What follows belongs to an exercise in optimizing a design on an open flow for small area, a short achievable clock period and few clock cycles; a production flow would make more cautious choices.
Function was not checked in any run shown here: the RTL went through the layout flow alone.

==> flow/design.v, too long to show whole: its modules and the start of the top module <==
// module FA: 10 lines
// module INV: 3 lines
// module NAND2: 3 lines
// module NOR2: 3 lines
// module XOR2: 3 lines
// module XNOR2: 3 lines
// module A21OI: 3 lines
// module O21AI: 3 lines
// module OR2: 3 lines
// module HAP: 9 lines
// module MUX2: 3 lines
// module Bitblade: 1928 lines
// module Cfu: 58 lines
module Cfu (
  input               cmd_valid,
  output              cmd_ready,
  input      [9:0]    cmd_payload_function_id,
  input      [31:0]   cmd_payload_inputs_0,
  input      [31:0]   cmd_payload_inputs_1,
  output              rsp_valid,
  input               rsp_ready,
  output     [31:0]   rsp_payload_outputs_0,
  input               reset,
  input               clk
);
  // ...
==> flow/flow/run.sh <==
#!/bin/bash
# Standard layout, with the port buffers made from sky130_fd_sc_hd__buf_2 cells instead of
# the delay cells the flow picks by default.  make's output goes to
# standard.log; each tool's own log is under orfs/logs/.
set -euo pipefail
export BUFFER_PORTS_ARGS="-buffer_cell sky130_fd_sc_hd__buf_2"
bash standard.sh > standard.log 2>&1
==> flow/standard.sh <==
#!/bin/bash
# synth_recipe.tcl (not shown) runs the flow's synth.tcl, then flattens the netlist and writes it again
# the make line also repeats each setting of config.mk as NAME=value (left out here)
make -C /OpenROAD-flow-scripts/flow DESIGN_CONFIG=/design/flow/config.mk WORK_HOME=/design/flow/orfs CLKGATE_MAP_FILE= SYNTH_SCRIPT=/design/flow/synth_recipe.tcl "${@:-finish}"
==> flow/config.mk <==
export PLATFORM = sky130hd
export DESIGN_NAME = Cfu
export DESIGN_NICKNAME = Cfu
export VERILOG_FILES = /design/flow/design.v
export SDC_FILE = /design/flow/constraint.sdc
export NUM_CORES = 4
export LEC_CHECK = 0
export CAP_MARGIN = 20
export CORE_MARGIN = 2
export CORE_UTILIZATION = 40
export SETUP_SLACK_MARGIN = 1.5
export SLEW_MARGIN = 20
export SYNTH_HIERARCHICAL = 1
export SYNTH_MINIMUM_KEEP_SIZE = 0
==> flow/constraint.sdc <==
create_clock -name core_clock -period 13.5 [get_ports {clk}]
set_input_delay 2.7000 -clock core_clock [delete_from_list [all_inputs] [get_ports {clk}]]
set_output_delay 2.7000 -clock core_clock [all_outputs]
set_load 0.01 [all_outputs]
==> run notes, run 1 <==
- Met3 usage: under 10%
- Tmin final: around 11 ns
- Die ar.: approximately 28000 µm²
- Nets: 1417
- Multi-input gate area: slightly below 9000 µm²
- Worst EP required: 10.80 ns
- Worst Hold Class: register to register
- First-pass GRT wire length: 47700 µm
- Core Util, Final: between 40% and 50%
- Syn Inst Count: about 1100
- Yosys warning total: 7
- Largest family of logic cells by synthesized area: adder cells
- Iter 0 DRT Violations: around 550
- Number of fill cells: ~2600
- Clock-cell share: under 10%
- Routed met3 length: roughly 2400 µm
- Launch point of the worst hold path: ups[5]
- Clock Latency Late Sink: approximately 0.30 ns
- Worst-path maximum fanout: 8
- Synth area leaders: fa_1 49%, dfxtp_1 8.8%, nand2_1 6.4%
- Outcome: timing/DRC/antenna clean
- Synth-to-Final Area Change: 5.37%
- Total GRT Usage: between 20 and 25%
- Worst r2r dst: acc[20]
==> inputs of run 2 (changes only) <==
--- a/flow/design.v
+++ b/flow/design.v
@@ -36,19 +36,16 @@
   input  a,
   input  b,
   output s,
   output co
 );
 assign s  = a ^ b;
 assign co = a & b;
 endmodule
-module MUX2 (input a, input b, input c, output y);
-assign y = c ? a : b;
-endmodule
 module Bitblade (
   input         sel8,    
   input         op3,     
   input  [31:0] in_a,
   input  [31:0] in_b,
   input  [31:0] acc,     
   input         ldu,     
   input  [10:0] p_g,     
@@ -182,159 +179,158 @@
 assign p61 = ~(in_a[27] & in_b[24]);
 wire p62;
 assign p62 = ~(in_a[27] & in_b[25]);
 wire p63;
 assign p63 = ~(in_a[27] & in_b[26]);
 wire p64;
 assign p64 = ~(in_a[27] & in_b[27]);
 wire p65;
-assign p65 = ~(in_a[4] & in_b[4]);
+assign p65 = in_a[4] & in_b[4];
 wire p66;
-assign p66 = ~(in_a[4] & in_b[5]);
+assign p66 = in_a[4] & in_b[5];
 wire p67;
-assign p67 = ~(in_a[4] & in_b[6]);
+assign p67 = in_a[4] & in_b[6];
 wire p68;
-assign p68 = ~(in_a[4] & in_b[7]);
+assign p68 = in_a[4] & in_b[7];
 wire p69;
-assign p69 = ~(in_a[5] & in_b[4]);
+assign p69 = in_a[5] & in_b[4];
 wire p70;
-assign p70 = ~(in_a[5] & in_b[5]);
+assign p70 = in_a[5] & in_b[5];
 wire p71;
-assign p71 = ~(in_a[5] & in_b[6]);
+assign p71 = in_a[5] & in_b[6];
 wire p72;
-assign p72 = ~(in_a[5] & in_b[7]);
+assign p72 = in_a[5] & in_b[7];
 wire p73;
-assign p73 = ~(in_a[6] & in_b[4]);
+assign p73 = in_a[6] & in_b[4];
 wire p74;
-assign p74 = ~(in_a[6] & in_b[5]);
+assign p74 = in_a[6] & in_b[5];
 wire p75;
-assign p75 = ~(in_a[6] & in_b[6]);
+assign p75 = in_a[6] & in_b[6];
 wire p76;
-assign p76 = ~(in_a[6] & in_b[7]);
+assign p76 = in_a[6] & in_b[7];
 wire p77;
-assign p77 = ~(in_a[7] & in_b[4]);
+assign p77 = in_a[7] & in_b[4];
 wire p78;
-assign p78 = ~(in_a[7] & in_b[5]);
+assign p78 = in_a[7] & in_b[5];
 wire p79;
-assign p79 = ~(in_a[7] & in_b[6]);
+assign p79 = in_a[7] & in_b[6];
 wire p80;
-assign p80 = ~(in_a[7] & in_b[7]);
+assign p80 = in_a[7] & in_b[7];
 wire p81;
-assign p81 = ~(in_a[12] & in_b[12]);
+assign p81 = in_a[12] & in_b[12];
 wire p82;
-assign p82 = ~(in_a[12] & in_b[13]);
+assign p82 = in_a[12] & in_b[13];
 wire p83;
-assign p83 = ~(in_a[12] & in_b[14]);
+assign p83 = in_a[12] & in_b[14];
 wire p84;
-assign p84 = ~(in_a[12] & in_b[15]);
+assign p84 = in_a[12] & in_b[15];
 wire p85;
-assign p85 = ~(in_a[13] & in_b[12]);
+assign p85 = in_a[13] & in_b[12];
 wire p86;
-assign p86 = ~(in_a[13] & in_b[13]);
+assign p86 = in_a[13] & in_b[13];
 wire p87;
-assign p87 = ~(in_a[13] & in_b[14]);
+assign p87 = in_a[13] & in_b[14];
 wire p88;
-assign p88 = ~(in_a[13] & in_b[15]);
+assign p88 = in_a[13] & in_b[15];
 wire p89;
-assign p89 = ~(in_a[14] & in_b[12]);
+assign p89 = in_a[14] & in_b[12];
 wire p90;
-assign p90 = ~(in_a[14] & in_b[13]);
+assign p90 = in_a[14] & in_b[13];
 wire p91;
-assign p91 = ~(in_a[14] & in_b[14]);
+assign p91 = in_a[14] & in_b[14];
 wire p92;
-assign p92 = ~(in_a[14] & in_b[15]);
+assign p92 = in_a[14] & in_b[15];
 wire p93;
-assign p93 = ~(in_a[15] & in_b[12]);
+assign p93 = in_a[15] & in_b[12];
 wire p94;
-assign p94 = ~(in_a[15] & in_b[13]);
+assign p94 = in_a[15] & in_b[13];
 wire p95;
-assign p95 = ~(in_a[15] & in_b[14]);
+assign p95 = in_a[15] & in_b[14];
 wire p96;
-assign p96 = ~(in_a[15] & in_b[15]);
+assign p96 = in_a[15] & in_b[15];
 wire p97;
-assign p97 = ~(in_a[20] & in_b[20]);
+assign p97 = in_a[20] & in_b[20];
 wire p98;
-assign p98 = ~(in_a[20] & in_b[21]);
+assign p98 = in_a[20] & in_b[21];
 wire p99;
-assign p99 = ~(in_a[20] & in_b[22]);
+assign p99 = in_a[20] & in_b[22];
 wire p100;
-assign p100 = ~(in_a[20] & in_b[23]);
+assign p100 = in_a[20] & in_b[23];
 wire p101;
-assign p101 = ~(in_a[21] & in_b[20]);
+assign p101 = in_a[21] & in_b[20];
 wire p102;
-assign p102 = ~(in_a[21] & in_b[21]);
+assign p102 = in_a[21] & in_b[21];
 wire p103;
-assign p103 = ~(in_a[21] & in_b[22]);
+assign p103 = in_a[21] & in_b[22];
 wire p104;
-assign p104 = ~(in_a[21] & in_b[23]);
+assign p104 = in_a[21] & in_b[23];
 wire p105;
-assign p105 = ~(in_a[22] & in_b[20]);
+assign p105 = in_a[22] & in_b[20];
 wire p106;
-assign p106 = ~(in_a[22] & in_b[21]);
+assign p106 = in_a[22] & in_b[21];
 wire p107;
-assign p107 = ~(in_a[22] & in_b[22]);
+assign p107 = in_a[22] & in_b[22];
 wire p108;
-assign p108 = ~(in_a[22] & in_b[23]);
+assign p108 = in_a[22] & in_b[23];
 wire p109;
-assign p109 = ~(in_a[23] & in_b[20]);
+assign p109 = in_a[23] & in_b[20];
 wire p110;
-assign p110 = ~(in_a[23] & in_b[21]);
+assign p110 = in_a[23] & in_b[21];
 wire p111;
-assign p111 = ~(in_a[23] & in_b[22]);
+assign p111 = in_a[23] & in_b[22];
 wire p112;
-assign p112 = ~(in_a[23] & in_b[23]);
+assign p112 = in_a[23] & in_b[23];
 wire p113;
-assign p113 = ~(in_a[28] & in_b[28]);
+assign p113 = in_a[28] & in_b[28];
 wire p114;
-assign p114 = ~(in_a[28] & in_b[29]);
+assign p114 = in_a[28] & in_b[29];
 wire p115;
-assign p115 = ~(in_a[28] & in_b[30]);
+assign p115 = in_a[28] & in_b[30];
 wire p116;
-assign p116 = ~(in_a[28] & in_b[31]);
+assign p116 = in_a[28] & in_b[31];
 wire p117;
-assign p117 = ~(in_a[29] & in_b[28]);
+assign p117 = in_a[29] & in_b[28];
 wire p118;
-assign p118 = ~(in_a[29] & in_b[29]);
+assign p118 = in_a[29] & in_b[29];
 wire p119;
-assign p119 = ~(in_a[29] & in_b[30]);
+assign p119 = in_a[29] & in_b[30];
 wire p120;
-assign p120 = ~(in_a[29] & in_b[31]);
+assign p120 = in_a[29] & in_b[31];
 wire p121;
-assign p121 = ~(in_a[30] & in_b[28]);
+assign p121 = in_a[30] & in_b[28];
 wire p122;
-assign p122 = ~(in_a[30] & in_b[29]);
+assign p122 = in_a[30] & in_b[29];
 wire p123;
-assign p123 = ~(in_a[30] & in_b[30]);
+assign p123 = in_a[30] & in_b[30];
 wire p124;
-assign p124 = ~(in_a[30] & in_b[31]);
+assign p124 = in_a[30] & in_b[31];
 wire p125;
-assign p125 = ~(in_a[31] & in_b[28]);
+assign p125 = in_a[31] & in_b[28];
 wire p126;
-assign p126 = ~(in_a[31] & in_b[29]);
+assign p126 = in_a[31] & in_b[29];
 wire p127;
-assign p127 = ~(in_a[31] & in_b[30]);
+assign p127 = in_a[31] & in_b[30];
 wire p128;
-assign p128 = ~(in_a[31] & in_b[31]);
+assign p128 = in_a[31] & in_b[31];
 wire s129;
 wire c130;
 FA fa130 (.a(p65), .b(p81), .ci(p97), .s(s129), .co(c130));
 wire s131;
 wire c132;
 FA fa132 (.a(p66), .b(p69), .ci(p82), .s(s131), .co(c132));
 wire s133;
 wire c134;
 FA fa134 (.a(p85), .b(p98), .ci(p101), .s(s133), .co(c134));
 wire s135;
 wire c136;
 FA fa136 (.a(p114), .b(p117), .ci(c130), .s(s135), .co(c136));
 wire s137;
 wire c138;
-XNOR2 hx138 (.a(s131), .b(s133), .y(s137));
-OR2 ho138 (.a(s131), .b(s133), .y(c138));
+HAP ha138 (.a(s131), .b(s133), .s(s137), .co(c138));
 wire s139;
 wire c140;
 FA fa140 (.a(p67), .b(p70), .ci(p73), .s(s139), .co(c140));
 wire s141;
 wire c142;
 FA fa142 (.a(p83), .b(p86), .ci(p89), .s(s141), .co(c142));
 wire s143;
 wire c144;
@@ -432,23 +428,23 @@
 wire s205;
 wire c206;
 FA fa206 (.a(s197), .b(s199), .ci(c184), .s(s205), .co(c206));
 wire s207;
 wire c208;
 FA fa208 (.a(c186), .b(s201), .ci(c188), .s(s207), .co(c208));
 wire s209;
 wire c210;
-FA fa210 (.a(s203), .b(s205), .ci(c190), .s(s209), .co(c210));
+FA fa210 (.a(s203), .b(c190), .ci(s205), .s(s209), .co(c210));
 wire s211;
 wire c212;
-FA fa212 (.a(s207), .b(c192), .ci(s209), .s(s211), .co(c212));
+FA fa212 (.a(c192), .b(s207), .ci(c194), .s(s211), .co(c212));
 wire s213;
 wire c214;
-FA fa214 (.a(c194), .b(s211), .ci(c196), .s(s213), .co(c214));
+FA fa214 (.a(s209), .b(c196), .ci(s211), .s(s213), .co(c214));
 wire s215;
 wire c216;
 FA fa216 (.a(p80), .b(p96), .ci(p112), .s(s215), .co(c216));
 wire s217;
 wire c218;
 FA fa218 (.a(p128), .b(c198), .ci(c200), .s(s217), .co(c218));
 wire s219;
 wire c220;
@@ -456,84 +452,83 @@
 wire s221;
 wire c222;
 FA fa222 (.a(s217), .b(c206), .ci(c208), .s(s221), .co(c222));
 wire s223;
 wire c224;
 FA fa224 (.a(s219), .b(c210), .ci(s221), .s(s223), .co(c224));
 wire s225;
 wire c226;
-XNOR2 hx226 (.a(c212), .b(s223), .y(s225));
-OR2 ho226 (.a(c212), .b(s223), .y(c226));
+HAP ha226 (.a(c212), .b(s223), .s(s225), .co(c226));
 wire s227;
 wire c228;
 FA fa228 (.a(c216), .b(c218), .ci(c220), .s(s227), .co(c228));
 wire s229;
 wire c230;
 FA fa230 (.a(c222), .b(s227), .ci(c224), .s(s229), .co(c230));
 wire h231;
-assign h231 = p113 | ~sel8;
+assign h231 = ~(p113 & sel8);
 wire h232;
-assign h232 = p113 | sel8;
+assign h232 = ~(p113 & ~sel8);
 wire h233;
-assign h233 = s129 | ~sel8;
+assign h233 = ~(s129 & sel8);
 wire h234;
-assign h234 = s129 | sel8;
+assign h234 = ~(s129 & ~sel8);
 wire h235;
-assign h235 = s137 | ~sel8;
+assign h235 = ~(s137 & sel8);
 wire h236;
-assign h236 = s137 | sel8;
+assign h236 = ~(s137 & ~sel8);
 wire h237;
-assign h237 = s135 | ~sel8;
+assign h237 = ~(s135 & sel8);
 wire h238;
-assign h238 = s135 | sel8;
+assign h238 = ~(s135 & ~sel8);
 wire h239;
-assign h239 = s149 | ~sel8;
+assign h239 = ~(s149 & sel8);
 wire h240;
-assign h240 = s149 | sel8;
+assign h240 = ~(s149 & ~sel8);
 wire h241;
-assign h241 = s151 | ~sel8;
+assign h241 = ~(s151 & sel8);
 wire h242;
-assign h242 = s151 | sel8;
+assign h242 = ~(s151 & ~sel8);
 wire h243;
-assign h243 = s173 | ~sel8;
+assign h243 = ~(s173 & sel8);
 wire h244;
-assign h244 = s173 | sel8;
+assign h244 = ~(s173 & ~sel8);
 wire h245;
-assign h245 = s195 | ~sel8;
+assign h245 = ~(s195 & sel8);
 wire h246;
-assign h246 = s195 | sel8;
+assign h246 = ~(s195 & ~sel8);
 wire h247;
-assign h247 = s213 | ~sel8;
+assign h247 = ~(s213 & sel8);
 wire h248;
-assign h248 = s213 | sel8;
+assign h248 = ~(s213 & ~sel8);
 wire h249;
-assign h249 = s225 | ~sel8;
+assign h249 = ~(s225 & sel8);
 wire h250;
-assign h250 = s225 | sel8;
+assign h250 = ~(s225 & ~sel8);
 wire h251;
-assign h251 = c214 | ~sel8;
+assign h251 = ~(c214 & sel8);
 wire h252;
-assign h252 = c214 | sel8;
+assign h252 = ~(c214 & ~sel8);
 wire h253;
-assign h253 = c226 | ~sel8;
+assign h253 = ~(c226 & sel8);
 wire h254;
-assign h254 = c226 | sel8;
+assign h254 = ~(c226 & ~sel8);
 wire h255;
-assign h255 = s229 | ~sel8;
+assign h255 = ~(s229 & sel8);
 wire h256;
-assign h256 = s229 | sel8;
+assign h256 = ~(s229 & ~sel8);
 wire h257;
-assign h257 = c228 | ~sel8;
+assign h257 = ~(c228 & sel8);
 wire h258;
-assign h258 = c228 | sel8;
+assign h258 = ~(c228 & ~sel8);
 wire h259;
-assign h259 = c230 | ~sel8;
+assign h259 = ~(c230 & sel8);
 wire h260;
-assign h260 = c230 | sel8;
+assign h260 = ~(c230 & ~sel8);
 wire m261;
 assign m261 = ~(in_a[28] & in_b[24] & sel8 | p_g[4]);
 wire m262;
 assign m262 = ~(in_a[29] & in_b[24] & sel8 | p_g[5]);
 wire m263;
 assign m263 = ~(in_a[30] & in_b[24] & sel8 | p_g[6]);
 wire m264;
 assign m264 = ~(in_a[31] & in_b[24] & sel8 | p_g[7]);
@@ -862,17 +857,17 @@
 wire s434;
 wire c435;
 FA fa435 (.a(s428), .b(s430), .ci(c413), .s(s434), .co(c435));
 wire s436;
 wire c437;
 FA fa437 (.a(h240), .b(s432), .ci(c415), .s(s436), .co(c437));
 wire s438;
 wire c439;
-FA fa439 (.a(c417), .b(h242), .ci(s434), .s(s438), .co(c439));
+FA fa439 (.a(c417), .b(s434), .ci(h242), .s(s438), .co(c439));
 wire s440;
 wire c441;
 XNOR2 hx441 (.a(c419), .b(s436), .y(s440));
 OR2 ho441 (.a(c419), .b(s436), .y(c441));
 wire s442;
 wire c443;
 FA fa443 (.a(p4), .b(p7), .ci(p10), .s(s442), .co(c443));
 wire s444;
@@ -959,17 +954,17 @@
 wire s498;
 wire c499;
 FA fa499 (.a(s492), .b(s494), .ci(c463), .s(s498), .co(c499));
 wire s500;
 wire c501;
 FA fa501 (.a(s496), .b(c465), .ci(s498), .s(s500), .co(c501));
 wire s502;
 wire c503;
-FA fa503 (.a(c467), .b(c469), .ci(h246), .s(s502), .co(c503));
+FA fa503 (.a(c467), .b(c469), .ci(s500), .s(s502), .co(c503));
 wire s504;
 wire c505;
 FA fa505 (.a(p12), .b(p15), .ci(p28), .s(s504), .co(c505));
 wire s506;
 wire c507;
 FA fa507 (.a(p31), .b(p44), .ci(p47), .s(s506), .co(c507));
 wire s508;
 wire c509;
@@ -1022,17 +1017,17 @@
 wire s540;
 wire c541;
 FA fa541 (.a(c497), .b(s536), .ci(c499), .s(s540), .co(c541));
 wire s542;
 wire c543;
 FA fa543 (.a(s538), .b(c501), .ci(s540), .s(s542), .co(c543));
 wire s544;
 wire c545;
-FA fa545 (.a(c503), .b(h248), .ci(s542), .s(s544), .co(c545));
+FA fa545 (.a(c503), .b(s542), .ci(h248), .s(s544), .co(c545));
 wire s546;
 wire c547;
 FA fa547 (.a(p16), .b(p32), .ci(p48), .s(s546), .co(c547));
 wire s548;
 wire c549;
 FA fa549 (.a(p64), .b(p290), .ci(p291), .s(s548), .co(c549));
 wire s550;
 wire c551;
@@ -1097,17 +1092,17 @@
 wire s590;
 wire c591;
 FA fa591 (.a(s586), .b(c539), .ci(c541), .s(s590), .co(c591));
 wire s592;
 wire c593;
 FA fa593 (.a(s588), .b(h250), .ci(s590), .s(s592), .co(c593));
 wire s594;
 wire c595;
-FA fa595 (.a(h252), .b(c543), .ci(s592), .s(s594), .co(c595));
+FA fa595 (.a(c543), .b(h252), .ci(s592), .s(s594), .co(c595));
 wire s596;
 wire c597;
 FA fa597 (.a(p313), .b(p314), .ci(p315), .s(s596), .co(c597));
 wire s598;
 wire c599;
 FA fa599 (.a(p316), .b(p317), .ci(p318), .s(s598), .co(c599));
 wire s600;
 wire c601;
@@ -1253,20 +1248,20 @@
 wire s694;
 wire c695;
 FA fa695 (.a(c633), .b(c635), .ci(s684), .s(s694), .co(c695));
 wire s696;
 wire c697;
 FA fa697 (.a(c637), .b(s686), .ci(s688), .s(s696), .co(c697));
 wire s698;
 wire c699;
-FA fa699 (.a(s690), .b(c639), .ci(h258), .s(s698), .co(c699));
+FA fa699 (.a(s690), .b(c639), .ci(s692), .s(s698), .co(c699));
 wire s700;
 wire c701;
-FA fa701 (.a(s692), .b(c641), .ci(s694), .s(s700), .co(c701));
+FA fa701 (.a(h258), .b(c641), .ci(s694), .s(s700), .co(c701));
 wire s702;
 wire c703;
 FA fa703 (.a(c643), .b(s696), .ci(c645), .s(s702), .co(c703));
 wire s704;
 wire c705;
 FA fa705 (.a(s698), .b(s700), .ci(c647), .s(s704), .co(c705));
 wire s706;
 wire c707;
@@ -1304,17 +1299,17 @@
 wire s728;
 wire c729;
 FA fa729 (.a(s718), .b(ag398), .ci(m266), .s(s728), .co(c729));
 wire s730;
 wire c731;
 FA fa731 (.a(c671), .b(c673), .ci(c675), .s(s730), .co(c731));
 wire s732;
 wire c733;
-FA fa733 (.a(h235), .b(c677), .ci(c679), .s(s732), .co(c733));
+FA fa733 (.a(c677), .b(c679), .ci(h235), .s(s732), .co(c733));
 wire s734;
 wire c735;
 FA fa735 (.a(c681), .b(s720), .ci(s722), .s(s734), .co(c735));
 wire s736;
 wire c737;
 FA fa737 (.a(h237), .b(s724), .ci(s726), .s(s736), .co(c737));
 wire s738;
 wire c739;
@@ -1362,17 +1357,17 @@
 wire s766;
 wire c767;
 FA fa767 (.a(m267), .b(c721), .ci(c723), .s(s766), .co(c767));
 wire s768;
 wire c769;
 FA fa769 (.a(c725), .b(c727), .ci(s760), .s(s768), .co(c769));
 wire s770;
 wire c771;
-FA fa771 (.a(s762), .b(h239), .ci(c729), .s(s770), .co(c771));
+FA fa771 (.a(s762), .b(c729), .ci(h239), .s(s770), .co(c771));
 wire s772;
 wire c773;
 FA fa773 (.a(s764), .b(c731), .ci(c733), .s(s772), .co(c773));
 wire s774;
 wire c775;
 FA fa775 (.a(c735), .b(s766), .ci(c737), .s(s774), .co(c775));
 wire s776;
 wire c777;
@@ -1470,19 +1465,19 @@
 assign g834 = ~(s438 | s440);
 wire q835;
 assign q835 = s438 ^ s440;
 wire g836;
 assign g836 = ~(s466 | s468);
 wire q837;
 assign q837 = s466 ^ s468;
 wire g838;
-assign g838 = ~(s500 | s502);
+assign g838 = ~(h246 | s502);
 wire q839;
-assign q839 = s500 ^ s502;
+assign q839 = h246 ^ s502;
 wire q840;
 assign q840 = ~(s544);
 wire g841;
 assign g841 = ~(c545 | s594);
 wire q842;
 assign q842 = c545 ^ s594;
 wire g843;
 assign g843 = ~(c595 | s652);
@@ -1576,21 +1571,21 @@
 XOR2 u887 (.a(s438), .b(s440), .y(k887));
 wire k888;
 NOR2 u888 (.a(s466), .b(s468), .y(k888));
 wire k889;
 NAND2 u889 (.a(s466), .b(s468), .y(k889));
 wire k890;
 XOR2 u890 (.a(s466), .b(s468), .y(k890));
 wire k891;
-NOR2 u891 (.a(s500), .b(s502), .y(k891));
+NOR2 u891 (.a(h246), .b(s502), .y(k891));
 wire k892;
-NAND2 u892 (.a(s500), .b(s502), .y(k892));
+NAND2 u892 (.a(h246), .b(s502), .y(k892));
 wire k893;
-XOR2 u893 (.a(s500), .b(s502), .y(k893));
+XOR2 u893 (.a(h246), .b(s502), .y(k893));
 wire k894;
 INV u894 (.a(s544), .y(k894));
 wire k895;
 NOR2 u895 (.a(c545), .b(s594), .y(k895));
 wire k896;
 NAND2 u896 (.a(c545), .b(s594), .y(k896));
 wire k897;
 XOR2 u897 (.a(c545), .b(s594), .y(k897));
@@ -1660,320 +1655,189 @@
 NOR2 u929 (.a(~acc[18]), .b(c829), .y(k929));
 wire k930;
 NAND2 u930 (.a(~acc[18]), .b(c829), .y(k930));
 wire k931;
 XOR2 u931 (.a(~acc[18]), .b(c829), .y(k931));
 wire k932;
 A21OI u932 (.a(k883), .b(k879), .c(k882), .y(k932));
 wire k933;
-A21OI u933 (.a(k886), .b(k882), .c(k885), .y(k933));
+A21OI u933 (.a(k889), .b(k885), .c(k888), .y(k933));
 wire k934;
-NAND2 u934 (.a(k886), .b(k883), .y(k934));
+NAND2 u934 (.a(k889), .b(k886), .y(k934));
 wire k935;
-A21OI u935 (.a(k889), .b(k885), .c(k888), .y(k935));
+INV u935 (.a(k932), .y(k935));
 wire k936;
-NAND2 u936 (.a(k889), .b(k886), .y(k936));
+A21OI u936 (.a(k886), .b(k935), .c(k885), .y(k936));
 wire k937;
-A21OI u937 (.a(k892), .b(k888), .c(k891), .y(k937));
+O21AI u937 (.a(k934), .b(k932), .c(k933), .y(k937));
 wire k938;
-NAND2 u938 (.a(k892), .b(k889), .y(k938));
+A21OI u938 (.a(k892), .b(k937), .c(k891), .y(k938));
 wire k939;
-NAND2 u939 (.a(k894), .b(k891), .y(k939));
+INV u939 (.a(k895), .y(k939));
 wire k940;
-NAND2 u940 (.a(k894), .b(k892), .y(k940));
+NAND2 u940 (.a(k896), .b(k894), .y(k940));
 wire k941;
-INV u941 (.a(k895), .y(k941));
+A21OI u941 (.a(k902), .b(k898), .c(k901), .y(k941));
 wire k942;
-NAND2 u942 (.a(k896), .b(k894), .y(k942));
+NAND2 u942 (.a(k902), .b(k899), .y(k942));
 wire k943;
-A21OI u943 (.a(k899), .b(k895), .c(k898), .y(k943));
+A21OI u943 (.a(k908), .b(k904), .c(k907), .y(k943));
 wire k944;
-NAND2 u944 (.a(k899), .b(k896), .y(k944));
+NAND2 u944 (.a(k908), .b(k905), .y(k944));
 wire k945;
-A21OI u945 (.a(k902), .b(k898), .c(k901), .y(k945));
+A21OI u945 (.a(k914), .b(k910), .c(k913), .y(k945));
 wire k946;
-NAND2 u946 (.a(k902), .b(k899), .y(k946));
+NAND2 u946 (.a(k914), .b(k911), .y(k946));
 wire k947;
-A21OI u947 (.a(k905), .b(k901), .c(k904), .y(k947));
+NAND2 u947 (.a(k919), .b(k916), .y(k947));
 wire k948;
-NAND2 u948 (.a(k905), .b(k902), .y(k948));
+NAND2 u948 (.a(k919), .b(k917), .y(k948));
 wire k949;
-A21OI u949 (.a(k908), .b(k904), .c(k907), .y(k949));
+A21OI u949 (.a(k924), .b(k920), .c(k923), .y(k949));
 wire k950;
-NAND2 u950 (.a(k908), .b(k905), .y(k950));
+NAND2 u950 (.a(k924), .b(k921), .y(k950));
 wire k951;
-A21OI u951 (.a(k911), .b(k907), .c(k910), .y(k951));
+A21OI u951 (.a(k930), .b(k926), .c(k929), .y(k951));
 wire k952;
-NAND2 u952 (.a(k911), .b(k908), .y(k952));
+NAND2 u952 (.a(k930), .b(k927), .y(k952));
 wire k953;
-A21OI u953 (.a(k914), .b(k910), .c(k913), .y(k953));
+INV u953 (.a(k938), .y(k953));
 wire k954;
-NAND2 u954 (.a(k914), .b(k911), .y(k954));
+NAND2 u954 (.a(k894), .b(k953), .y(k954));
 wire k955;
-A21OI u955 (.a(k917), .b(k913), .c(k916), .y(k955));
+O21AI u955 (.a(k940), .b(k938), .c(k939), .y(k955));
 wire k956;
-NAND2 u956 (.a(k917), .b(k914), .y(k956));
+INV u956 (.a(k941), .y(k956));
 wire k957;
-NAND2 u957 (.a(k919), .b(k916), .y(k957));
+INV u957 (.a(k942), .y(k957));
 wire k958;
-NAND2 u958 (.a(k919), .b(k917), .y(k958));
+A21OI u958 (.a(k905), .b(k956), .c(k904), .y(k958));
 wire k959;
-INV u959 (.a(k920), .y(k959));
+NAND2 u959 (.a(k905), .b(k957), .y(k959));
 wire k960;
-NAND2 u960 (.a(k921), .b(k919), .y(k960));
+O21AI u960 (.a(k944), .b(k941), .c(k943), .y(k960));
 wire k961;
-A21OI u961 (.a(k924), .b(k920), .c(k923), .y(k961));
+NOR2 u961 (.a(k944), .b(k942), .y(k961));
 wire k962;
-NAND2 u962 (.a(k924), .b(k921), .y(k962));
+INV u962 (.a(k945), .y(k962));
 wire k963;
-A21OI u963 (.a(k927), .b(k923), .c(k926), .y(k963));
+INV u963 (.a(k946), .y(k963));
 wire k964;
-NAND2 u964 (.a(k927), .b(k924), .y(k964));
+A21OI u964 (.a(k917), .b(k962), .c(k916), .y(k964));
 wire k965;
-A21OI u965 (.a(k930), .b(k926), .c(k929), .y(k965));
+NAND2 u965 (.a(k917), .b(k963), .y(k965));
 wire k966;
-NAND2 u966 (.a(k930), .b(k927), .y(k966));
+O21AI u966 (.a(k948), .b(k945), .c(k947), .y(k966));
 wire k967;
-INV u967 (.a(k879), .y(k967));
+NOR2 u967 (.a(k948), .b(k946), .y(k967));
 wire k968;
-INV u968 (.a(k880), .y(k968));
+INV u968 (.a(k949), .y(k968));
 wire k969;
-O21AI u969 (.a(k934), .b(k967), .c(k933), .y(k969));
+INV u969 (.a(k950), .y(k969));
 wire k970;
-O21AI u970 (.a(k936), .b(k932), .c(k935), .y(k970));
+A21OI u970 (.a(k927), .b(k968), .c(k926), .y(k970));
 wire k971;
-O21AI u971 (.a(k938), .b(k933), .c(k937), .y(k971));
+NAND2 u971 (.a(k927), .b(k969), .y(k971));
 wire k972;
-NOR2 u972 (.a(k938), .b(k934), .y(k972));
+O21AI u972 (.a(k952), .b(k949), .c(k951), .y(k972));
 wire k973;
-O21AI u973 (.a(k940), .b(k935), .c(k939), .y(k973));
+NOR2 u973 (.a(k952), .b(k950), .y(k973));
 wire k974;
-NOR2 u974 (.a(k940), .b(k936), .y(k974));
+A21OI u974 (.a(k899), .b(k955), .c(k898), .y(k974));
 wire k975;
-O21AI u975 (.a(k942), .b(k937), .c(k941), .y(k975));
+INV u975 (.a(k955), .y(k975));
 wire k976;
-NOR2 u976 (.a(k942), .b(k938), .y(k976));
+O21AI u976 (.a(k942), .b(k975), .c(k941), .y(k976));
 wire k977;
-O21AI u977 (.a(k944), .b(k939), .c(k943), .y(k977));
+O21AI u977 (.a(k959), .b(k975), .c(k958), .y(k977));
 wire k978;
-NOR2 u978 (.a(k944), .b(k940), .y(k978));
+A21OI u978 (.a(k961), .b(k955), .c(k960), .y(k978));
 wire k979;
-O21AI u979 (.a(k946), .b(k941), .c(k945), .y(k979));
+A21OI u979 (.a(k921), .b(k966), .c(k920), .y(k979));
 wire k980;
-NOR2 u980 (.a(k946), .b(k942), .y(k980));
+NAND2 u980 (.a(k921), .b(k967), .y(k980));
 wire k981;
-O21AI u981 (.a(k948), .b(k943), .c(k947), .y(k981));
+INV u981 (.a(k966), .y(k981));
 wire k982;
-NOR2 u982 (.a(k948), .b(k944), .y(k982));
+INV u982 (.a(k967), .y(k982));
 wire k983;
-O21AI u983 (.a(k950), .b(k945), .c(k949), .y(k983));
+O21AI u983 (.a(k950), .b(k981), .c(k949), .y(k983));
 wire k984;
-NOR2 u984 (.a(k950), .b(k946), .y(k984));
+NOR2 u984 (.a(k950), .b(k982), .y(k984));
 wire k985;
-O21AI u985 (.a(k952), .b(k947), .c(k951), .y(k985));
+O21AI u985 (.a(k971), .b(k981), .c(k970), .y(k985));
 wire k986;
-NOR2 u986 (.a(k952), .b(k948), .y(k986));
+NOR2 u986 (.a(k971), .b(k982), .y(k986));
 wire k987;
-O21AI u987 (.a(k954), .b(k949), .c(k953), .y(k987));
+A21OI u987 (.a(k973), .b(k966), .c(k972), .y(k987));
 wire k988;
-NOR2 u988 (.a(k954), .b(k950), .y(k988));
+NAND2 u988 (.a(k973), .b(k967), .y(k988));
 wire k989;
-O21AI u989 (.a(k956), .b(k951), .c(k955), .y(k989));
+INV u989 (.a(k978), .y(k989));
 wire k990;
-NOR2 u990 (.a(k956), .b(k952), .y(k990));
+A21OI u990 (.a(k911), .b(k989), .c(k910), .y(k990));
 wire k991;
-O21AI u991 (.a(k958), .b(k953), .c(k957), .y(k991));
+O21AI u991 (.a(k946), .b(k978), .c(k945), .y(k991));
 wire k992;
-NOR2 u992 (.a(k958), .b(k954), .y(k992));
+O21AI u992 (.a(k965), .b(k978), .c(k964), .y(k992));
 wire k993;
-O21AI u993 (.a(k960), .b(k955), .c(k959), .y(k993));
+A21OI u993 (.a(k967), .b(k989), .c(k966), .y(k993));
 wire k994;
-NOR2 u994 (.a(k960), .b(k956), .y(k994));
+O21AI u994 (.a(k980), .b(k978), .c(k979), .y(k994));
 wire k995;
-O21AI u995 (.a(k962), .b(k957), .c(k961), .y(k995));
+A21OI u995 (.a(k984), .b(k989), .c(k983), .y(k995));
 wire k996;
-NOR2 u996 (.a(k962), .b(k958), .y(k996));
+A21OI u996 (.a(k986), .b(k989), .c(k985), .y(k996));
 wire k997;
-O21AI u997 (.a(k964), .b(k959), .c(k963), .y(k997));
-wire k998;
-NOR2 u998 (.a(k964), .b(k960), .y(k998));
+O21AI u997 (.a(k988), .b(k978), .c(k987), .y(k997));
+wire S998;
+assign S998 = k881;
 wire k999;
-O21AI u999 (.a(k966), .b(k961), .c(k965), .y(k999));
+XOR2 u999 (.a(k884), .b(k879), .y(k999));
 wire k1000;
-NOR2 u1000 (.a(k966), .b(k962), .y(k1000));
+XNOR2 u1000 (.a(k887), .b(k932), .y(k1000));
 wire k1001;
-A21OI u1001 (.a(k972), .b(k879), .c(k971), .y(k1001));
+XNOR2 u1001 (.a(k890), .b(k936), .y(k1001));
 wire k1002;
-INV u1002 (.a(k932), .y(k1002));
+XOR2 u1002 (.a(k893), .b(k937), .y(k1002));
 wire k1003;
-A21OI u1003 (.a(k974), .b(k1002), .c(k973), .y(k1003));
+XNOR2 u1003 (.a(k894), .b(k938), .y(k1003));
 wire k1004;
-A21OI u1004 (.a(k976), .b(k969), .c(k975), .y(k1004));
+XNOR2 u1004 (.a(k897), .b(k954), .y(k1004));
 wire k1005;
-A21OI u1005 (.a(k978), .b(k970), .c(k977), .y(k1005));
+XOR2 u1005 (.a(k900), .b(k955), .y(k1005));
 wire k1006;
-A21OI u1006 (.a(k980), .b(k971), .c(k979), .y(k1006));
+XNOR2 u1006 (.a(k903), .b(k974), .y(k1006));
 wire k1007;
-NAND2 u1007 (.a(k980), .b(k972), .y(k1007));
+XOR2 u1007 (.a(k906), .b(k976), .y(k1007));
 wire k1008;
-A21OI u1008 (.a(k982), .b(k973), .c(k981), .y(k1008));
+XOR2 u1008 (.a(k909), .b(k977), .y(k1008));
 wire k1009;
-NAND2 u1009 (.a(k982), .b(k974), .y(k1009));
+XNOR2 u1009 (.a(k912), .b(k978), .y(k1009));
 wire k1010;
-A21OI u1010 (.a(k984), .b(k975), .c(k983), .y(k1010));
+XNOR2 u1010 (.a(k915), .b(k990), .y(k1010));
 wire k1011;
-NAND2 u1011 (.a(k984), .b(k976), .y(k1011));
+XOR2 u1011 (.a(k918), .b(k991), .y(k1011));
 wire k1012;
-A21OI u1012 (.a(k986), .b(k977), .c(k985), .y(k1012));
+XOR2 u1012 (.a(k919), .b(k992), .y(k1012));
 wire k1013;
-NAND2 u1013 (.a(k986), .b(k978), .y(k1013));
+XNOR2 u1013 (.a(k922), .b(k993), .y(k1013));
 wire k1014;
-A21OI u1014 (.a(k988), .b(k979), .c(k987), .y(k1014));
+XOR2 u1014 (.a(k925), .b(k994), .y(k1014));
 wire k1015;
-NAND2 u1015 (.a(k988), .b(k980), .y(k1015));
+XNOR2 u1015 (.a(k928), .b(k995), .y(k1015));
 wire k1016;
-A21OI u1016 (.a(k990), .b(k981), .c(k989), .y(k1016));
-wire k1017;
-NAND2 u1017 (.a(k990), .b(k982), .y(k1017));
-wire k1018;
-A21OI u1018 (.a(k992), .b(k983), .c(k991), .y(k1018));
-wire k1019;
-NAND2 u1019 (.a(k992), .b(k984), .y(k1019));
-wire k1020;
-A21OI u1020 (.a(k994), .b(k985), .c(k993), .y(k1020));
-wire k1021;
-NAND2 u1021 (.a(k994), .b(k986), .y(k1021));
-wire k1022;
-A21OI u1022 (.a(k996), .b(k987), .c(k995), .y(k1022));
-wire k1023;
-NAND2 u1023 (.a(k996), .b(k988), .y(k1023));
-wire k1024;
-A21OI u1024 (.a(k998), .b(k989), .c(k997), .y(k1024));
-wire k1025;
-NAND2 u1025 (.a(k998), .b(k990), .y(k1025));
-wire k1026;
-A21OI u1026 (.a(k1000), .b(k991), .c(k999), .y(k1026));
-wire k1027;
-NAND2 u1027 (.a(k1000), .b(k992), .y(k1027));
-wire k1028;
-O21AI u1028 (.a(k1007), .b(k967), .c(k1006), .y(k1028));
-wire k1029;
-O21AI u1029 (.a(k1009), .b(k932), .c(k1008), .y(k1029));
-wire k1030;
-INV u1030 (.a(k969), .y(k1030));
-wire k1031;
-O21AI u1031 (.a(k1011), .b(k1030), .c(k1010), .y(k1031));
-wire k1032;
-INV u1032 (.a(k970), .y(k1032));
-wire k1033;
-O21AI u1033 (.a(k1013), .b(k1032), .c(k1012), .y(k1033));
-wire k1034;
-O21AI u1034 (.a(k1015), .b(k1001), .c(k1014), .y(k1034));
-wire k1035;
-O21AI u1035 (.a(k1017), .b(k1003), .c(k1016), .y(k1035));
-wire k1036;
-O21AI u1036 (.a(k1019), .b(k1004), .c(k1018), .y(k1036));
-wire k1037;
-O21AI u1037 (.a(k1021), .b(k1005), .c(k1020), .y(k1037));
-wire k1038;
-O21AI u1038 (.a(k1023), .b(k1006), .c(k1022), .y(k1038));
-wire k1039;
-NOR2 u1039 (.a(k1023), .b(k1007), .y(k1039));
-wire k1040;
-O21AI u1040 (.a(k1025), .b(k1008), .c(k1024), .y(k1040));
-wire k1041;
-NOR2 u1041 (.a(k1025), .b(k1009), .y(k1041));
-wire k1042;
-O21AI u1042 (.a(k1027), .b(k1010), .c(k1026), .y(k1042));
-wire k1043;
-NOR2 u1043 (.a(k1027), .b(k1011), .y(k1043));
-wire k1044;
-A21OI u1044 (.a(k1039), .b(k879), .c(k1038), .y(k1044));
-wire k1045;
-A21OI u1045 (.a(k1041), .b(k1002), .c(k1040), .y(k1045));
-wire k1046;
-A21OI u1046 (.a(k1043), .b(k969), .c(k1042), .y(k1046));
-wire S1047;
-assign S1047 = k881;
-wire k1048;
-XOR2 u1048 (.a(k884), .b(k879), .y(k1048));
-wire k1049;
-XNOR2 u1049 (.a(k887), .b(k932), .y(k1049));
-wire k1050;
-XOR2 u1050 (.a(k890), .b(k969), .y(k1050));
-wire k1051;
-XOR2 u1051 (.a(k893), .b(k970), .y(k1051));
-wire k1052;
-XNOR2 u1052 (.a(k894), .b(k1001), .y(k1052));
-wire k1053;
-XNOR2 u1053 (.a(k897), .b(k1003), .y(k1053));
-wire k1054;
-XNOR2 u1054 (.a(k900), .b(k1004), .y(k1054));
-wire k1055;
-XNOR2 u1055 (.a(k903), .b(k1005), .y(k1055));
-wire k1056;
-XOR2 u1056 (.a(k906), .b(k1028), .y(k1056));
-wire k1057;
-XOR2 u1057 (.a(k909), .b(k1029), .y(k1057));
-wire k1058;
-XOR2 u1058 (.a(k912), .b(k1031), .y(k1058));
-wire k1059;
-XOR2 u1059 (.a(k915), .b(k1033), .y(k1059));
-wire k1060;
-XOR2 u1060 (.a(k918), .b(k1034), .y(k1060));
-wire k1061;
-XOR2 u1061 (.a(k919), .b(k1035), .y(k1061));
-wire k1062;
-XOR2 u1062 (.a(k922), .b(k1036), .y(k1062));
-wire k1063;
-XOR2 u1063 (.a(k925), .b(k1037), .y(k1063));
-wire k1064;
-XNOR2 u1064 (.a(k928), .b(k1044), .y(k1064));
-wire k1065;
-XNOR2 u1065 (.a(k931), .b(k1045), .y(k1065));
-wire ck1066;
-assign ck1066 = ~k1046;
-wire [18:0] lo = {k1065, k1064, k1063, k1062, k1061, k1060, k1059, k1058, k1057, k1056, k1055, k1054, k1053, k1052, k1051, k1050, k1049, k1048, S1047};
+XNOR2 u1016 (.a(k931), .b(k996), .y(k1016));
+wire ck1017;
+assign ck1017 = k997;
+wire [18:0] lo = {k1016, k1015, k1014, k1013, k1012, k1011, k1010, k1009, k1008, k1007, k1006, k1005, k1004, k1003, k1002, k1001, k1000, k999, S998};
 wire [12:0] inc = acc[31:19] + 1'b1;
-wire [31:0] sum = {ck1066 ? inc : acc[31:19], lo};
-wire [12:0] hi1 = op3 ? inc : acc[31:19] & {13{keep}};
-wire [12:0] hi0 = acc[31:19] & {13{keep | op3}};
-wire k1067;
-A21OI u1067 (.a(k1043), .b(k969), .c(k1042), .y(k1067));
-wire k1068;
-A21OI u1068 (.a(k1043), .b(k969), .c(k1042), .y(k1068));
-wire k1069;
-MUX2 u1069 (.a(hi0[0]), .b(hi1[0]), .c(k1046), .y(k1069));
-wire k1070;
-MUX2 u1070 (.a(hi0[1]), .b(hi1[1]), .c(k1046), .y(k1070));
-wire k1071;
-MUX2 u1071 (.a(hi0[2]), .b(hi1[2]), .c(k1046), .y(k1071));
-wire k1072;
-MUX2 u1072 (.a(hi0[3]), .b(hi1[3]), .c(k1046), .y(k1072));
-wire k1073;
-MUX2 u1073 (.a(hi0[4]), .b(hi1[4]), .c(k1046), .y(k1073));
-wire k1074;
-MUX2 u1074 (.a(hi0[5]), .b(hi1[5]), .c(k1067), .y(k1074));
-wire k1075;
-MUX2 u1075 (.a(hi0[6]), .b(hi1[6]), .c(k1067), .y(k1075));
-wire k1076;
-MUX2 u1076 (.a(hi0[7]), .b(hi1[7]), .c(k1067), .y(k1076));
-wire k1077;
-MUX2 u1077 (.a(hi0[8]), .b(hi1[8]), .c(k1067), .y(k1077));
-wire k1078;
-MUX2 u1078 (.a(hi0[9]), .b(hi1[9]), .c(k1068), .y(k1078));
-wire k1079;
-MUX2 u1079 (.a(hi0[10]), .b(hi1[10]), .c(k1068), .y(k1079));
-wire k1080;
-MUX2 u1080 (.a(hi0[11]), .b(hi1[11]), .c(k1068), .y(k1080));
-wire k1081;
-MUX2 u1081 (.a(hi0[12]), .b(hi1[12]), .c(k1068), .y(k1081));
-wire [12:0] hi = {k1081, k1080, k1079, k1078, k1077, k1076, k1075, k1074, k1073, k1072, k1071, k1070, k1069};
-wire [31:0] rspv = {hi, lo & {19{op3}} | acc[18:0] & {19{keep}}};
+wire [31:0] sum = {ck1017 ? inc : acc[31:19], lo};
+wire [31:0] rspv = {(op3 & ck1017) ? inc : acc[31:19] & {13{keep | op3}}, lo & {19{op3}} | acc[18:0] & {19{keep}}};
 assign psum = sum[10:0];
 assign rsp = rspv;
 endmodule
 module Cfu (
   input               cmd_valid,
   output              cmd_ready,
   input      [9:0]    cmd_payload_function_id,
   input      [31:0]   cmd_payload_inputs_0,
==> flow/config.mk (replaced) <==
export PLATFORM = sky130hd
export DESIGN_NAME = Cfu
export DESIGN_NICKNAME = Cfu
export VERILOG_FILES = /design/flow/design.v
export SDC_FILE = /design/flow/constraint.sdc
export NUM_CORES = 4
export LEC_CHECK = 0
export CAP_MARGIN = 20
export CORE_MARGIN = 2
export CORE_UTILIZATION = 40
export CTS_BUF_LIST = sky130_fd_sc_hd__clkbuf_2 sky130_fd_sc_hd__clkbuf_4 sky130_fd_sc_hd__clkbuf_8
export CTS_CLUSTER_SIZE = 30
export SETUP_SLACK_MARGIN = 1.5
export SLEW_MARGIN = 20
export SYNTH_HIERARCHICAL = 1
export SYNTH_MINIMUM_KEEP_SIZE = 0
==> run 2 against run 1 <==
Compared with the run above:
- global-route usage increased by 0.22 points
- clock skew increased by 0.0052 ns
- routed wire length decreased by 7.6%
- first-iteration DRC count decreased by 5.5%
- non-clock buffer count decreased by 1
- flip-flop and latch count unchanged
- worst hold slack got worse by 0.0037 ns
- highest routed layer unchanged
==> run notes, run 2 <==
- Tmin final: 11.69 ns (+0.227 ns)
- Setup Viol. Count Final: 0
- Synth Cell Area: about 10000 µm²
- Max-slew headroom: between 30% and 40%
- CP Capture Type: output pin
- Synth area leader: fa_1
- Clock sinks: 46
- Largest net degree at the start of global routing: 98
- Number of synthesized flops with an enable pin: 0
- Die Span Y: around 160 µm
- Iter 0 DRT Violations: 518 (-5.5%)
- Number of flip-flops in the largest register: 32
- Vias in the first global route: ~8000
- Worst Hold Class: register to register
- Antenna diode count: 0
- CTS Buf Count: 5
- Top-count cell post-synth: fa_1
- Final Cell Area: ~11000 µm²
- Hold Path Stages: 1
- Worst slew pin tran: roughly 1.0 ns
- Initial Util: between 40% and 50%
- Top post-synthesis cells by count: 258 x fa_1, 130 x nand3_1, 123 x nand2_1
- Most frequent cells in the layout: 258 x fa_1, 130 x nand3_1, 123 x nand2_1
- Outcome: timing/DRC/antenna clean
- Final period utilization: between 80 and 90%
- Nets: 1341 (-5.4%)
- DR vias: between 7000 and 8000
- Worst r2r dst: acc[27]
- CTS max path bufs: 2
- Syn Inst Count: 961 (-11%)
- CTS root buffer: clkbuf_8
- RR Startpoint: mode
- RSZ-0062 raised after global routing: no
- Total GRT Usage: 22.4% (+0.22 points)
- Max-slew violation count: 0
- DP Wirelength: ~23000 µm
- Worst R2R Path Depth: 20
- Die ar.: 25800 µm² (-6.6%)
- Initial antenna violation count: 0
- Placer Congestion: about 0.91
- Chip width: approximately 160 µm
- Number of fill cells: 2321 (-9.3%)
- Core Area: between 20000 and 25000 µm²
- Wirelength per Cell: 20.4 µm
- #FFs+latches synth: 46
- Final TNS setup: 0 ns
- Share of Yosys cell area claimed by the top area cell type: approximately 53%
- Max-cap viol count: 0
- Net Count, Synth: 1300
- Share of post-route cells with drive strength above 1: 14.5%
- Commonest non-fill, non-tap cell in the layout: fa_1
- CTS tree: built
- Hold endpoint: acc[31]
- Main synth FF type: dfxtp_1
- Drt first pass iters: 7
- Antenna Nets Post-Route: 0
- Seq/Total Area, Yosys: 9.40%
- Vias per cell: approximately 5.4
- Launch point of the worst hold path: acc[31]
- Worst Path Class, Setup: input port to output pin
- Biggest regs: acc: 32 flops, ups: 11 flops
- Clock Latency Late Sink: 0.31 ns (about the same)
- Synth area leaders: fa_1 53%, dfxtp_1 9.4%, nand3_1 6.6%
- Crit path DAT: between 8 and 9 ns
- Reg2Reg Setup Slack: 5.77 ns
- Register clock-pin slew on the reported worst setup and hold paths: 0.08 ns
- Total length of routed wires: about 27000 µm
- Post-synth ARST share: 0%
- Synth-to-Final Area Change: 8.20%
- Yosys cell types: 41
- Mapped Avg Cell Area: 10.2 µm²
- Most flops, register: acc
- Cell Rows: 57
- Grt total ovfl: 0
- H-tree depth: 2
- Placed instance area: between 10000 and 15000 µm²
- Final Hold Vio Count: 0
- Yosys warning total: 7 (unchanged)
- F_max: around 0.086 GHz
- Port Buf Inserts: 105
- I/O Pins: approximately 110
- Startpoint Class: input port
- Clock skew: ~0.016 ns
- Core Util, Final: 43.8% (+1.1 points)
- DRC: 0
- First-pass GRT wire length: 44300 µm (-7.0%)
- Worst-path maximum fanout: 8 (unchanged)
- Worst EP required: 10.80 ns (about the same)
run 2: worst max-delay path by stage:
stage	to	start	slack (ns)	cells past startpoint
6_report	rsp_payload_outputs_0[27]	cmd_payload_inputs_0[5]	1.81	21
5_1_grt	rsp_payload_outputs_0[27]	cmd_payload_inputs_0[9]	1.50	21
4_1_cts	rsp_payload_outputs_0[26]	cmd_payload_inputs_1[0]	1.61	21
3_5_place_dp	rsp_payload_outputs_0[26]	cmd_payload_inputs_1[0]	1.64	21
3_3_place_gp	rsp_payload_outputs_0[26]	cmd_payload_inputs_1[0]	1.67	21
2_1_floorplan	rsp_payload_outputs_0[26]	cmd_payload_inputs_1[11]	2.28	20
run 2: final cells by class:
cell class / count / area (µm²) / area share, %
clock inverters: 2 / 60.1 / 0.567
well taps: 324 / 405 / 3.82
flip-flops and latches: 46 / 921 / 8.69
inverters: 28 / 105 / 0.992
repair buffers: 108 / 561 / 5.29
clock buffers: 6 / 82.6 / 0.779
multi-input cells: 813 / 8460 / 79.9
run 2: cells by family after synthesis:
| logic type | count (synthesis) | synth area share (%) |
|---|---|---|
| xor gates and xnor gates | 41 | 3.67 |
| AOI/OAI and AO/OA | 68 | 5.20 |
| and+or+nand+nor | 423 | 22.0 |
| muxes | 20 | 2.04 |
| buffers and inverters | 102 | 4.57 |
| DFF | 46 | 9.40 |
| adders and majority gates | 261 | 53.1 |
run 2: per-module statistics from Yosys (local to each module, per instance):
module | times used | cells | flops+latches | cell area, µm²
FA | 258 | 1 | 0 | 20.0
OR2 | 6 | 1 | 0 | 6.26
NAND2 | 31 | 1 | 0 | 3.75
Cfu | 1 | 111 | 46 | 1390
NOR2 | 22 | 1 | 0 | 3.75
XNOR2 | 16 | 1 | 0 | 8.76
XOR2 | 25 | 1 | 0 | 8.76
O21AI | 13 | 1 | 0 | 5.00
INV | 15 | 1 | 0 | 3.75
A21OI | 20 | 1 | 0 | 8.76
Bitblade | 1 | 442 | 0 | 2320
HAP | 2 | 1 | 0 | 12.5
run 2: repair_timing:
| action | CTS | global route |
|---|---|---|
| hold buffers | 0 | 0 |
| hold endpoints to repair | 0 | 0 |
| setup endpoints to repair | 0 | 8 |
| gates resized for setup | 0 | 4 |
| buffers inserted | 0 | 1 |
run 2: metrics by stage:
step                hold WS (ns)  setup slack, ns  std cells
finish                     0.468             1.81       1327
global route               0.487             1.50       1327
floorplan                  0.444             2.28        961
global placement           0.443             1.67       1318
detailed placement         0.458             1.64       1318
CTS                        0.469             1.61       1326
run 2: layer usage:
| layer | share of wire, % | GRT usage (%) | wire [µm] | vias to the layer above |
|---|---|---|---|---|
| met5 | 0 | 0 | 0 | - |
| met4 | 2.8 | 5.69 | 773 | 0 |
| met3 | 6.7 | 3.31 | 1830 | 49 |
| met2 | 49 | 38.3 | 13400 | 286 |
| met1 | 41 | 30.2 | 11100 | 3742 |
| li1 | - | - | - | 3147 |
run 2: worst max-delay path, cell delays in order:
cell	delay [ns]
buf_2	0.16
and2_1	0.19
fa_1	0.53
fa_1	0.41
fa_1	0.45
fa_1	0.45
fa_1	0.39
fa_1	0.54
nand2b_1	0.15
fa_1	0.53
fa_1	0.46
nor2_1	0.22
a21oi_2	0.11
o21ai_1	0.23
a21oi_4	0.09
o21ai_1	0.33
and4_1	0.29
and2b_1	0.23
nand4_1	0.13
mux2i_1	0.21
buf_2	0.17

## static timing again, ports no longer ideal
How much do the figures lean on ideal ports? The routed layouts below were timed once more, with nothing changed but the port constraints. Step 1 (the two cells are an assumption about what drives the block):
set clk [get_ports {clk}]
set_driving_cell -lib_cell sky130_fd_sc_hd__clkbuf_16 $clk
set_driving_cell -lib_cell sky130_fd_sc_hd__buf_2 [delete_from_list [all_inputs] $clk]
Step 2, shift: input delay + t, output delay - t, t = (earliest + latest rising clock arrival at the registers) / 2. This alone moves slack from input paths to output paths. a / b / c = ideal / step 1 / step 2; a / b = the first two.
run | shift t [ns] | setup WS [ns] | slew at the worst register clock pin (ns)
run 1 | 0.328 | 2.036 / 2.016 / 2.016 | 0.07 / 0.07
run 2 | 0.332 | 1.809 / 1.790 / 1.790 | 0.10 / 0.10
After both steps setup and hold are still met in every run listed. For run 1, which loses most, drivers alone change the setup slack by -0.020 ns; drivers and shift together by -0.020 ns.
